This is an optimization exercise on Yosys and OpenROAD, whose aim is small area, a short achievable clock period and few clock cycles per item, not a production implementation.
At most, simulation tests tie the RTL to the original design; equivalence was not proved.

==> 04-01: inputs <==
Design exponential, start of the top module:
module exponential(input clk, rst, start, input [15:0] x,
                   output done, output [1:0] intpart, output [15:0] fracpart);
==> module exponential, before the edit <==
module exponential(input clk, rst, start, input [15:0] x,
                   output done, output [1:0] intpart, output [15:0] fracpart);
  reg  [8:1]  s;           
  wire        idle = ~|s;
  reg  [15:0] u;
  reg  [17:0] r;
  reg  [7:0]  xone, xtwo, xneg;    
  reg         x15;
  always @(posedge clk or posedge rst)
    if (rst) s <= 8'b0;
    else     s <= {s[7:1], idle & start};
  assign done = idle;
  function ge(input [15:0] v, input [15:0] k);
    integer i;
    reg q;
    begin
      q = 1'b1;
      for (i = 0; i < 16; i = i + 1)
        q = k[i] ? (v[i] & q) : (v[i] | q);
      ge = q;
    end
  endfunction
  function [23:0] enc(input [15:0] v);
    integer i;
    reg [16:0] e;
    reg [7:0] o, t, n;
    begin
      e = {v, 1'b0};
      for (i = 0; i < 8; i = i + 1) begin
        o[i] = e[2*i+1] ^ e[2*i];
        t[i] = (e[2*i+2] & ~e[2*i+1] & ~e[2*i]) | (~e[2*i+2] & e[2*i+1] & e[2*i]);
        n[i] = e[2*i+2];
      end
      enc = {o, t, n};
    end
  endfunction
  wire [7:0] eone, etwo, eneg;
  assign {eone, etwo, eneg} = enc(x);
  wire [11:0] g;
  assign g[0] = ge(x, 16'd46904);
  assign g[1] = ge(x, 16'd51031);
  assign g[2] = ge(x, 16'd53627);
  assign g[3] = ge(x, 16'd55899);
  assign g[4] = ge(x, 16'd57544);
  assign g[5] = ge(x, 16'd58980);
  assign g[6] = ge(x, 16'd60309);
  assign g[7] = ge(x, 16'd61357);
  assign g[8] = ge(x, 16'd62481);
  assign g[9] = ge(x, 16'd63365);
  assign g[10] = ge(x, 16'd64192);
  assign g[11] = ge(x, 16'd64957);
  reg [17:0] r0;
  always @* begin
    casez (g)
      12'b1???????????: r0 = 18'h0FFFF + 18'd13;
      12'b01??????????: r0 = 18'h0FFFF + 18'd12;
      12'b001?????????: r0 = 18'h0FFFF + 18'd11;
      12'b0001????????: r0 = 18'h0FFFF + 18'd10;
      12'b00001???????: r0 = 18'h0FFFF + 18'd8;
      12'b000001??????: r0 = 18'h0FFFF + 18'd7;
      12'b0000001?????: r0 = 18'h0FFFF + 18'd6;
      12'b00000001????: r0 = 18'h0FFFF + 18'd5;
      12'b000000001???: r0 = 18'h0FFFF + 18'd4;
      12'b0000000001??: r0 = 18'h0FFFF + 18'd3;
      12'b00000000001?: r0 = 18'h0FFFF + 18'd2;
      12'b000000000001: r0 = 18'h0FFFF + 18'd1;
      default:          r0 = 18'h0FFFF;
    endcase
  end
  wire [15:0] t0 = |x[15:1] ? x - 16'd2 : 16'd0;
  localparam [23:0] E5 = enc(16'h5555), E3 = enc(16'h3333), E2 = enc(16'h2AAA);
  wire [7:0] one = xone, two = xtwo, neg = xneg;
  wire       d8  = x15;
  wire [15:0] b = u;
  wire [15:0] hi;
  mul16hi mul(.b(b), .one(one), .two(two), .neg(neg), .d8(d8), .hi(hi));
  wire [17:0] sum = r + {2'b0, b};
  wire nxt_idle = s[8] | (idle & ~start);
  always @(posedge clk) begin
    {xone, xtwo, xneg} <= s[2] ? E5 : s[5] ? E3 : s[7] ? E2 : nxt_idle ? 24'b0 : {eone, etwo, eneg};
    x15 <= nxt_idle | (~(s[2] | s[5] | s[7]) & x[15]);
    u <= (idle & start) ? t0 : s[1] ? {1'b0, hi[15:1]} : s[4] ? {2'b0, hi[15:2]} : hi;
    if (idle & start) r <= r0;
    else if (s[1] | s[2] | s[4] | s[5] | s[7]) r <= sum;
  end
  assign {intpart, fracpart} = sum;
endmodule
Settings: LEC_CHECK=0, CAP_MARGIN=20, CORE_MARGIN=2, CORE_UTILIZATION=40, SETUP_SLACK_MARGIN=3, SLEW_MARGIN=20; clock period 9.0 ns.
run.sh (not shown) runs the stock make flow with config.mk's settings and CLKGATE_MAP_FILE= SYNTH_SCRIPT=/design/flow/synth_recipe.tcl, a recipe that flattens the netlist after the stock synthesis.
==> 10-15 (differences from 04-01) <==
--- a/flow/design.v
+++ b/flow/design.v
@@ -334,23 +334,24 @@
   assign g[10] = ge(x, 16'd64192);
   assign g[11] = ge(x, 16'd64957);
-  reg [17:0] r0;
+  reg [17:0] r0g;
   always @* begin
     casez (g)
-      12'b1???????????: r0 = 18'h0FFFF + 18'd13;
-      12'b01??????????: r0 = 18'h0FFFF + 18'd12;
-      12'b001?????????: r0 = 18'h0FFFF + 18'd11;
-      12'b0001????????: r0 = 18'h0FFFF + 18'd10;
-      12'b00001???????: r0 = 18'h0FFFF + 18'd8;
-      12'b000001??????: r0 = 18'h0FFFF + 18'd7;
-      12'b0000001?????: r0 = 18'h0FFFF + 18'd6;
-      12'b00000001????: r0 = 18'h0FFFF + 18'd5;
-      12'b000000001???: r0 = 18'h0FFFF + 18'd4;
-      12'b0000000001??: r0 = 18'h0FFFF + 18'd3;
-      12'b00000000001?: r0 = 18'h0FFFF + 18'd2;
-      12'b000000000001: r0 = 18'h0FFFF + 18'd1;
-      default:          r0 = 18'h0FFFF;
+      12'b1???????????: r0g = 18'h0FFFF + 18'd13;
+      12'b01??????????: r0g = 18'h0FFFF + 18'd12;
+      12'b001?????????: r0g = 18'h0FFFF + 18'd11;
+      12'b0001????????: r0g = 18'h0FFFF + 18'd10;
+      12'b00001???????: r0g = 18'h0FFFF + 18'd8;
+      12'b000001??????: r0g = 18'h0FFFF + 18'd7;
+      12'b0000001?????: r0g = 18'h0FFFF + 18'd6;
+      12'b00000001????: r0g = 18'h0FFFF + 18'd5;
+      12'b000000001???: r0g = 18'h0FFFF + 18'd4;
+      12'b0000000001??: r0g = 18'h0FFFF + 18'd3;
+      12'b00000000001?: r0g = 18'h0FFFF + 18'd2;
+      12'b000000000001: r0g = 18'h0FFFF + 18'd1;
+      default:          r0g = 18'h0FFFF;
     endcase
   end
-  wire [15:0] t0 = |x[15:1] ? x - 16'd2 : 16'd0;
+  wire [15:0] t0 = x - 16'd2;
+  wire [17:0] r0 = |x[15:1] ? r0g : {17'b0, ~x[0]};
   localparam [23:0] E5 = enc(16'h5555), E3 = enc(16'h3333), E2 = enc(16'h2AAA);
   wire [7:0] one = xone, two = xtwo, neg = xneg;
CAP_MARGIN = 10   (was 20)
CORE_UTILIZATION = 55   (was 40)
SETUP_SLACK_MARGIN = 3.2   (was 3)
SLEW_MARGIN = 10   (was 20)
==> 10-06 (differences from 04-01) <==
--- a/flow/design.v
+++ b/flow/design.v
@@ -334,23 +334,24 @@
   assign g[10] = ge(x, 16'd64192);
   assign g[11] = ge(x, 16'd64957);
-  reg [17:0] r0;
+  reg [17:0] r0g;
   always @* begin
     casez (g)
-      12'b1???????????: r0 = 18'h0FFFF + 18'd13;
-      12'b01??????????: r0 = 18'h0FFFF + 18'd12;
-      12'b001?????????: r0 = 18'h0FFFF + 18'd11;
-      12'b0001????????: r0 = 18'h0FFFF + 18'd10;
-      12'b00001???????: r0 = 18'h0FFFF + 18'd8;
-      12'b000001??????: r0 = 18'h0FFFF + 18'd7;
-      12'b0000001?????: r0 = 18'h0FFFF + 18'd6;
-      12'b00000001????: r0 = 18'h0FFFF + 18'd5;
-      12'b000000001???: r0 = 18'h0FFFF + 18'd4;
-      12'b0000000001??: r0 = 18'h0FFFF + 18'd3;
-      12'b00000000001?: r0 = 18'h0FFFF + 18'd2;
-      12'b000000000001: r0 = 18'h0FFFF + 18'd1;
-      default:          r0 = 18'h0FFFF;
+      12'b1???????????: r0g = 18'h0FFFF + 18'd13;
+      12'b01??????????: r0g = 18'h0FFFF + 18'd12;
+      12'b001?????????: r0g = 18'h0FFFF + 18'd11;
+      12'b0001????????: r0g = 18'h0FFFF + 18'd10;
+      12'b00001???????: r0g = 18'h0FFFF + 18'd8;
+      12'b000001??????: r0g = 18'h0FFFF + 18'd7;
+      12'b0000001?????: r0g = 18'h0FFFF + 18'd6;
+      12'b00000001????: r0g = 18'h0FFFF + 18'd5;
+      12'b000000001???: r0g = 18'h0FFFF + 18'd4;
+      12'b0000000001??: r0g = 18'h0FFFF + 18'd3;
+      12'b00000000001?: r0g = 18'h0FFFF + 18'd2;
+      12'b000000000001: r0g = 18'h0FFFF + 18'd1;
+      default:          r0g = 18'h0FFFF;
     endcase
   end
-  wire [15:0] t0 = |x[15:1] ? x - 16'd2 : 16'd0;
+  wire [15:0] t0 = x - 16'd2;
+  wire [17:0] r0 = |x[15:1] ? r0g : {17'b0, ~x[0]};
   localparam [23:0] E5 = enc(16'h5555), E3 = enc(16'h3333), E2 = enc(16'h2AAA);
   wire [7:0] one = xone, two = xtwo, neg = xneg;
CORE_UTILIZATION = 75   (was 40)
SETUP_SLACK_MARGIN = 3.4   (was 3)
==> 01-28 (differences from 04-01) <==
--- a/flow/design.v
+++ b/flow/design.v
@@ -334,23 +334,24 @@
   assign g[10] = ge(x, 16'd64192);
   assign g[11] = ge(x, 16'd64957);
-  reg [17:0] r0;
+  reg [17:0] r0g;
   always @* begin
     casez (g)
-      12'b1???????????: r0 = 18'h0FFFF + 18'd13;
-      12'b01??????????: r0 = 18'h0FFFF + 18'd12;
-      12'b001?????????: r0 = 18'h0FFFF + 18'd11;
-      12'b0001????????: r0 = 18'h0FFFF + 18'd10;
-      12'b00001???????: r0 = 18'h0FFFF + 18'd8;
-      12'b000001??????: r0 = 18'h0FFFF + 18'd7;
-      12'b0000001?????: r0 = 18'h0FFFF + 18'd6;
-      12'b00000001????: r0 = 18'h0FFFF + 18'd5;
-      12'b000000001???: r0 = 18'h0FFFF + 18'd4;
-      12'b0000000001??: r0 = 18'h0FFFF + 18'd3;
-      12'b00000000001?: r0 = 18'h0FFFF + 18'd2;
-      12'b000000000001: r0 = 18'h0FFFF + 18'd1;
-      default:          r0 = 18'h0FFFF;
+      12'b1???????????: r0g = 18'h0FFFF + 18'd13;
+      12'b01??????????: r0g = 18'h0FFFF + 18'd12;
+      12'b001?????????: r0g = 18'h0FFFF + 18'd11;
+      12'b0001????????: r0g = 18'h0FFFF + 18'd10;
+      12'b00001???????: r0g = 18'h0FFFF + 18'd8;
+      12'b000001??????: r0g = 18'h0FFFF + 18'd7;
+      12'b0000001?????: r0g = 18'h0FFFF + 18'd6;
+      12'b00000001????: r0g = 18'h0FFFF + 18'd5;
+      12'b000000001???: r0g = 18'h0FFFF + 18'd4;
+      12'b0000000001??: r0g = 18'h0FFFF + 18'd3;
+      12'b00000000001?: r0g = 18'h0FFFF + 18'd2;
+      12'b000000000001: r0g = 18'h0FFFF + 18'd1;
+      default:          r0g = 18'h0FFFF;
     endcase
   end
-  wire [15:0] t0 = |x[15:1] ? x - 16'd2 : 16'd0;
+  wire [15:0] t0 = x - 16'd2;
+  wire [17:0] r0 = |x[15:1] ? r0g : {17'b0, ~x[0]};
   localparam [23:0] E5 = enc(16'h5555), E3 = enc(16'h3333), E2 = enc(16'h2AAA);
   wire [7:0] one = xone, two = xtwo, neg = xneg;
ABC_AREA = 1   (was unset)
==> summary.txt <==
04-01 finished clean. 01-28 finished clean. 10-06 produced a clean layout. 10-15 completed without violations.
Synthesized cell count is the same in 10-15 and 10-06.
Wire length, highest first: 01-28, 04-01, 10-06, 10-15.
The highest maximum frequency belongs to 10-06, the lowest to 04-01.
Sequential share of layout area: 10-15 > 10-06 > 04-01 > 01-28.
Of 04-01 and 10-15, 04-01 has the higher count of clock-buffer cells in the layout (gap 2).
Worst hold slack: 04-01 < 10-15 < 10-06 < 01-28.
The lowest final area belongs to 10-15, the highest to 01-28.
The lowest via count belongs to 10-15, the highest to 01-28.
Testbench counts of 10-15, summed over its fixed seeds: cycles 72,000, items 8,000.
Testbench counts of 10-06, summed over its fixed seeds: cycles 72,000, items 8,000.
Testbench counts of 01-28, summed over its fixed seeds: cycles 72,000, items 8,000.
Only the layout flow was run in 04-01; the RTL was not checked for function there.

* * *

==> try-nickel: inputs <==
Another version of the RTL of exponential (not shown whole).
==> module exponential, before the edit <==
module exponential(input clk, rst, start, input [15:0] x,
                   output done, output [1:0] intpart, output [15:0] fracpart);
  reg  [3:0]  s;
  wire        idle = ~|s;
  reg  [15:0] u;
  reg  [17:0] r;
  always @(posedge clk or posedge rst)
    if (rst) s <= 4'b0;
    else     s <= {s[2:0], idle & start};
  assign done = idle;
  wire [30:0] p5555 = 16'h5555 * u[14:0];
  wire [27:0] p3333 = 16'h3333 * u[11:0];
  wire [25:0] p2aaa = 16'h2AAA * u[9:0];
  reg  [15:0] t;
  always @* begin
    case (1'b1)
      s[0]:    t = {1'b0, u[15:1]};
      s[1]:    t = {2'b0, p5555[29:16]};
      s[2]:    t = {2'b0, u[15:2]};
      s[3]:    t = {4'b0, p3333[27:16]};
      default: t = {6'b0, p2aaa[25:16]};
    endcase
  end
  wire        xge2 = |x[15:1];
  wire [15:0] t0 = xge2 ? x - 16'd2 : 16'd0;
  wire [3:0] t67 = (x >= 16'd46904) + (x >= 16'd51031) + (x >= 16'd53627) +
                   (x >= 16'd55899) + (x >= 16'd57544) + (x >= 16'd58980) +
                   (x >= 16'd60309) + (x >= 16'd61357) +
                   ((x >= 16'd62481) ? 4'd2 : 4'd0) +
                   (x >= 16'd63365) + (x >= 16'd64192) + (x >= 16'd64957);
  wire [17:0] r0 = 18'h0FFFF + {2'b0, t0} + {14'b0, t67};
  wire [15:0] b = idle ? t0 : t;
  wire [31:0] prod = x * b;
  wire [17:0] sum = r + {2'b0, t};
  always @(posedge clk)
    if (start | ~idle) begin
      u <= prod[31:16];
      r <= idle ? r0 : sum;
    end
  assign {intpart, fracpart} = sum;
endmodule
==> flow/config.mk <==
export PLATFORM = sky130hd
export DESIGN_NAME = exponential
export DESIGN_NICKNAME = exponential
export VERILOG_FILES = /design/flow/design.v
export SDC_FILE = /design/flow/constraint.sdc
export NUM_CORES = 4
export LEC_CHECK = 0
export CAP_MARGIN = 20
export CORE_MARGIN = 2
export CORE_UTILIZATION = 40
export SLEW_MARGIN = 20
==> flow/constraint.sdc <==
create_clock -name core_clock -period 9.0 [get_ports {clk}]
set_input_delay 1.8000 -clock core_clock [delete_from_list [all_inputs] [get_ports {clk}]]
set_output_delay 1.8000 -clock core_clock [all_outputs]
set_load 0.01 [all_outputs]
==> try-zinc: changes against try-nickel <==
==> flow/design.v (replaced) <==
module exponential(input clk, rst, start, input [15:0] x,
                   output done, output [1:0] intpart, output [15:0] fracpart);
  reg  [5:0]  s;           
  wire        idle = ~|s;
  reg  [15:0] u;
  reg  [17:0] r;
  always @(posedge clk or posedge rst)
    if (rst) s <= 6'b0;
    else     s <= {s[4:0], idle & start};
  assign done = idle;
  wire        xge2 = |x[15:1];
  wire [15:0] t0 = xge2 ? x - 16'd2 : 16'd0;
  wire [11:0] g;
  assign g[0]  = x >= 16'd46904;
  assign g[1]  = x >= 16'd51031;
  assign g[2]  = x >= 16'd53627;
  assign g[3]  = x >= 16'd55899;
  assign g[4]  = x >= 16'd57544;
  assign g[5]  = x >= 16'd58980;
  assign g[6]  = x >= 16'd60309;
  assign g[7]  = x >= 16'd61357;
  assign g[8]  = x >= 16'd62481;
  assign g[9]  = x >= 16'd63365;
  assign g[10] = x >= 16'd64192;
  assign g[11] = x >= 16'd64957;
  reg [3:0] t67;
  always @* begin
    casez (g)
      12'b1???????????: t67 = 4'd13;
      12'b01??????????: t67 = 4'd12;
      12'b001?????????: t67 = 4'd11;
      12'b0001????????: t67 = 4'd10;
      12'b00001???????: t67 = 4'd8;
      12'b000001??????: t67 = 4'd7;
      12'b0000001?????: t67 = 4'd6;
      12'b00000001????: t67 = 4'd5;
      12'b000000001???: t67 = 4'd4;
      12'b0000000001??: t67 = 4'd3;
      12'b00000000001?: t67 = 4'd2;
      12'b000000000001: t67 = 4'd1;
      default:          t67 = 4'd0;
    endcase
  end
  wire [17:0] r0 = 18'h0FFFF + {2'b0, t0} + {14'b0, t67};
  wire [15:0] b = idle ? t0 : s[0] ? {1'b0, u[15:1]} : s[3] ? {2'b0, u[15:2]} : u;
  wire [15:0] a = s[1] ? 16'h5555 : s[4] ? 16'h3333 : x;
  wire [15:0] hi;
  mul16hi mul(.a(a), .b(b), .hi(hi));
  wire [21:0] p5 = 12'h2AA * u[9:0];
  wire [15:0] t5 = {9'b0, p5[18:12]};
  wire [17:0] sum = r + {2'b0, idle ? t5 : b};
  always @(posedge clk) begin
    if (start | ~idle) u <= hi;
    if (idle & start)  r <= r0;
    else if (s[0] | s[2] | s[3] | s[5]) r <= sum;
  end
  assign {intpart, fracpart} = sum;
endmodule
module mul16hi(input [15:0] a, input [15:0] b, output [15:0] hi);
  wire [17:0] be = {1'b0, b, 1'b0};
  wire [31:0] rows [0:8];
  wire [7:0]  neg;
  genvar i;
  generate
    for (i = 0; i < 8; i = i + 1) begin : g
      wire y0 = be[2*i], y1 = be[2*i+1], y2 = be[2*i+2];
      wire one = y1 ^ y0;
      wire two = (y2 & ~y1 & ~y0) | (~y2 & y1 & y0);
      assign neg[i] = y2;
      wire [16:0] m = ({17{one}} & {1'b0, a}) | ({17{two}} & {a, 1'b0});
      wire [16:0] p = m ^ {17{y2}};
      assign rows[i] = {13'b0, ~y2, p} << (2*i);
    end
  endgenerate
  assign rows[8] = b[15] ? {a, 16'b0} : 32'b0;
  wire [31:0] negs = {16'b0, 1'b0, neg[7], 1'b0, neg[6], 1'b0, neg[5], 1'b0, neg[4],
                      1'b0, neg[3], 1'b0, neg[2], 1'b0, neg[1], 1'b0, neg[0]};
  wire [31:0] s = rows[0] + rows[1] + rows[2] + rows[3] + rows[4] + rows[5] +
                  rows[6] + rows[7] + rows[8] + negs + 32'h5556_0000;
  assign hi = s[31:16];
endmodule
==> try-tundra: changes against try-nickel <==
==> flow/design.v (replaced) <==
module LUT (input [3:0] adr, output [15:0] data);
reg [15:0] datat;
	always @(adr) begin
		case(adr)
			0: datat = 16'hFFFF;
			1: datat = 16'h8000; 
			2: datat = 16'h5555; 
			3: datat = 16'h4000; 
			4: datat = 16'h3333; 
			5: datat = 16'h2AAA; 
			6: datat = 16'h2492; 
			7: datat = 16'h2000; 
			default : datat = 16'h0;
		endcase
	end
assign data = datat;
endmodule
`timescale 1 ns/ 100 ps
module counter (input clk,rst,zero,ld,enb, input [2:0] in ,output reg [3:0] out, output  co);
	always@(posedge clk, posedge rst)begin
		if(rst == 1'b1)
			out <= 0;
		else
			if(zero == 1'b1)
				out <= 0;
			else if(ld == 1'b1)
				out <= in;
			else if(enb == 1'b1)
				out <= out + 1'b1;
	end
	assign co = (out >= 4'b1000)? 1'b1: 1'b0;
endmodule 
`timescale 1 ns/ 100 ps
module register (input clk,rst,zero,init,ld, input [15:0] r_in, output reg [15:0] r_out);
	always@(posedge clk, posedge rst)begin
		if(rst == 1'b1)
			r_out <= 0;
		else
			if(zero == 1'b1)
				r_out <= 0;
			else if (init == 1'b1)
				r_out <= 16'hFFFF;
			else if(ld == 1'b1)
				r_out <= r_in;
	end
 endmodule
`timescale 1 ns/ 100 ps
module register18 (input clk,rst,zero,init,ld, input [17:0] r_in, output reg [17:0] r_out);
	always@(posedge clk, posedge rst)begin
		if(rst == 1'b1)
			r_out <= 0;
		else
			if(zero == 1'b1)
				r_out <= 0;
			else if (init == 1'b1)
				r_out <= 16'hFFFF;
			else if(ld == 1'b1)
				r_out <= r_in;
	end
 endmodule
`timescale 1 ns/ 100 ps
module mux2to1(input [15:0] a,b, input s, output [15:0] y);
	assign y = (~s)? a:b;
endmodule 
`timescale 1 ns/ 100 ps
module multiplier(input [15:0] a,b, output [15:0] c);
wire [31:0]temp;
	assign temp = a*b;
	assign c = temp[31:16];
endmodule
module adder(input [17:0] a,b, output [17:0] s);
assign s = a+b;
endmodule
module datapath(input clk,rst, zx,initx,ldx, zt,initt,ldt, zr,initr,ldr, zc,ldc,enc, s,
		 input [15:0] x, output co,output [17:0]result);
	wire [15:0] xptwo;
	wire [2:0] c_in = 0;
	wire [15:0] data,m_out,temp_in,ymux;
	wire [15:0] xptwor,temp_out, xr;
	wire [17:0] res_in;
	wire [3:0] adr;
	register regx(clk,rst,zx,initx,ldx,x,xr);
	counter count(clk,rst,zc,ldc,enc,c_in,adr,co);
	LUT lut(adr,data);
	mux2to1 mux(xr,data,s,m_out);
	multiplier mult(m_out,temp_out,temp_in);
	register rtemp(clk,rst,zt,initt,ldt,temp_in,temp_out);
	adder add(result,{2'b00,temp_out},res_in);
	register18 rres(clk,rst,zr,initr,ldr,res_in,result);
endmodule
module controller(input clk,rst,start,co,
		    output reg done, zx,initx,ldx, zt,initt,ldt, zr,initr,ldr, zc,ldc,enc, s);
	reg [2:0] ps, ns;
	parameter [2:0]
	Idle = 0, Initialization = 1, Begin = 2, Mult1 = 3, Mult2 = 4, Add=5;
	always@(ps,co,start)begin
		ns = Idle;
		case(ps)
			Idle:
				ns = (start)? Initialization : Idle;
			Initialization:
				ns = (start)? Initialization : Begin;
			Begin:
				ns = Mult1;
			Mult1:
				ns = Mult2;
			Mult2:
				ns = Add;
			Add:
				ns = (co)? Idle : Mult1;
		endcase
	end
	always@(ps,co,start)begin
	done = 1'b0; zx = 1'b0; initx = 1'b0; ldx = 1'b0; zt = 1'b0; initt = 1'b0; ldt = 1'b0; 
	zr = 1'b0; initr = 1'b0; ldr = 1'b0;  zc = 1'b0; ldc = 1'b0; enc = 1'b0; s = 1'b0;
		case(ps)
			Idle:begin
				zx = 1'b1;
				zt = 1'b1;
				zc = 1'b1;
				done = 1'b1;
			end
			Initialization: begin
				ldx = 1'b1;
			end
			Begin:begin
				initr = 1'b1;
				initt = 1'b1;
			end
			Mult1:begin
				s = 1'b0;
				ldt = 1'b1;
			end
			Mult2:begin
				s = 1'b1;
				ldt = 1'b1;
			end
			Add:begin
				enc =1'b1;
				ldr = 1'b1;
			end
		endcase
	end
	always@(posedge clk,posedge rst)begin
		if(rst == 1'b1)
			ps <= Idle;
		else
			ps <= ns;
	end
endmodule
module exponential(input clk,rst,start, input [15:0] x, 
		   output done, output[1:0] intpart, output [15:0]fracpart);
	wire co,zx,initx,ldx,zt,initt,ldt,zr,initr,ldr,zc,ldc,enc,s;
	controller control(clk,rst,start,co,done, zx,initx,ldx, 
			  zt,initt,ldt, zr,initr,ldr, zc,ldc,enc, s);
	datapath dP(clk,rst, zx,initx,ldx, zt,initt,ldt,
		    zr,initr,ldr, zc,ldc,enc, s,x,co,{intpart,fracpart});
endmodule
==> summary.txt <==
- try-tundra completed without violations. try-zinc ran to the end with violations: negative setup slack. try-nickel finished with negative setup slack left.
- The lowest synthesized area belongs to try-tundra, the highest to try-nickel.
- Clock skew: try-nickel > try-zinc > try-tundra.
- Against try-nickel, the non-clock buffer count of try-zinc is lower by 112.
- Worst hold slack: try-zinc is lower than try-tundra (0.091 ns).
- Cell area, highest first: try-nickel, try-zinc, try-tundra.
- Register-to-register slack: try-nickel < try-zinc < try-tundra.
Testbench counts of try-tundra, summed over its fixed seeds: cycles 240,000, items 8,000.
Function not checked in try-nickel and try-zinc: the RTL went through the layout flow alone.

[separate check: timing with driven ports]
Ports are ideal in the flow. The routed layouts listed here were re-timed in OpenROAD.
Step 1: set_driving_cell puts a clkbuf_16 on clk and a buf_2 on each other input, an assumption about the parent block.
Step 2 moves the port delays by t, midway between the first and last clock arrival at a register: inputs arrive t later, outputs are due t later. That takes back most of the time a late clock gives input paths.
a / b / c = ideal ports / drivers / drivers and shift; a / b = the first two.
run | shift t [ns] | setup WS [ns] | worst setup path after step 2
04-01 | 0.382 | 3.324 / 3.324 / 3.324 | register to register
10-15 | 0.379 | 3.435 / 3.435 / 3.435 | register to register
10-06 | 0.379 | 3.514 / 3.473 / 3.574 | register to register
01-28 | 0.398 | 3.426 / 3.426 / 3.426 | register to register
try-nickel | 0.351 | -1.890 / -1.890 / -1.890 | register to register
try-zinc | 0.316 | -0.381 / -0.392 / -0.708 | input to register
try-tundra | 0.362 | 0.657 / 0.657 / 0.657 | register to register
The setup slack of try-zinc, which loses most, moves by -0.011 ns with the drivers and by -0.327 ns with both steps.
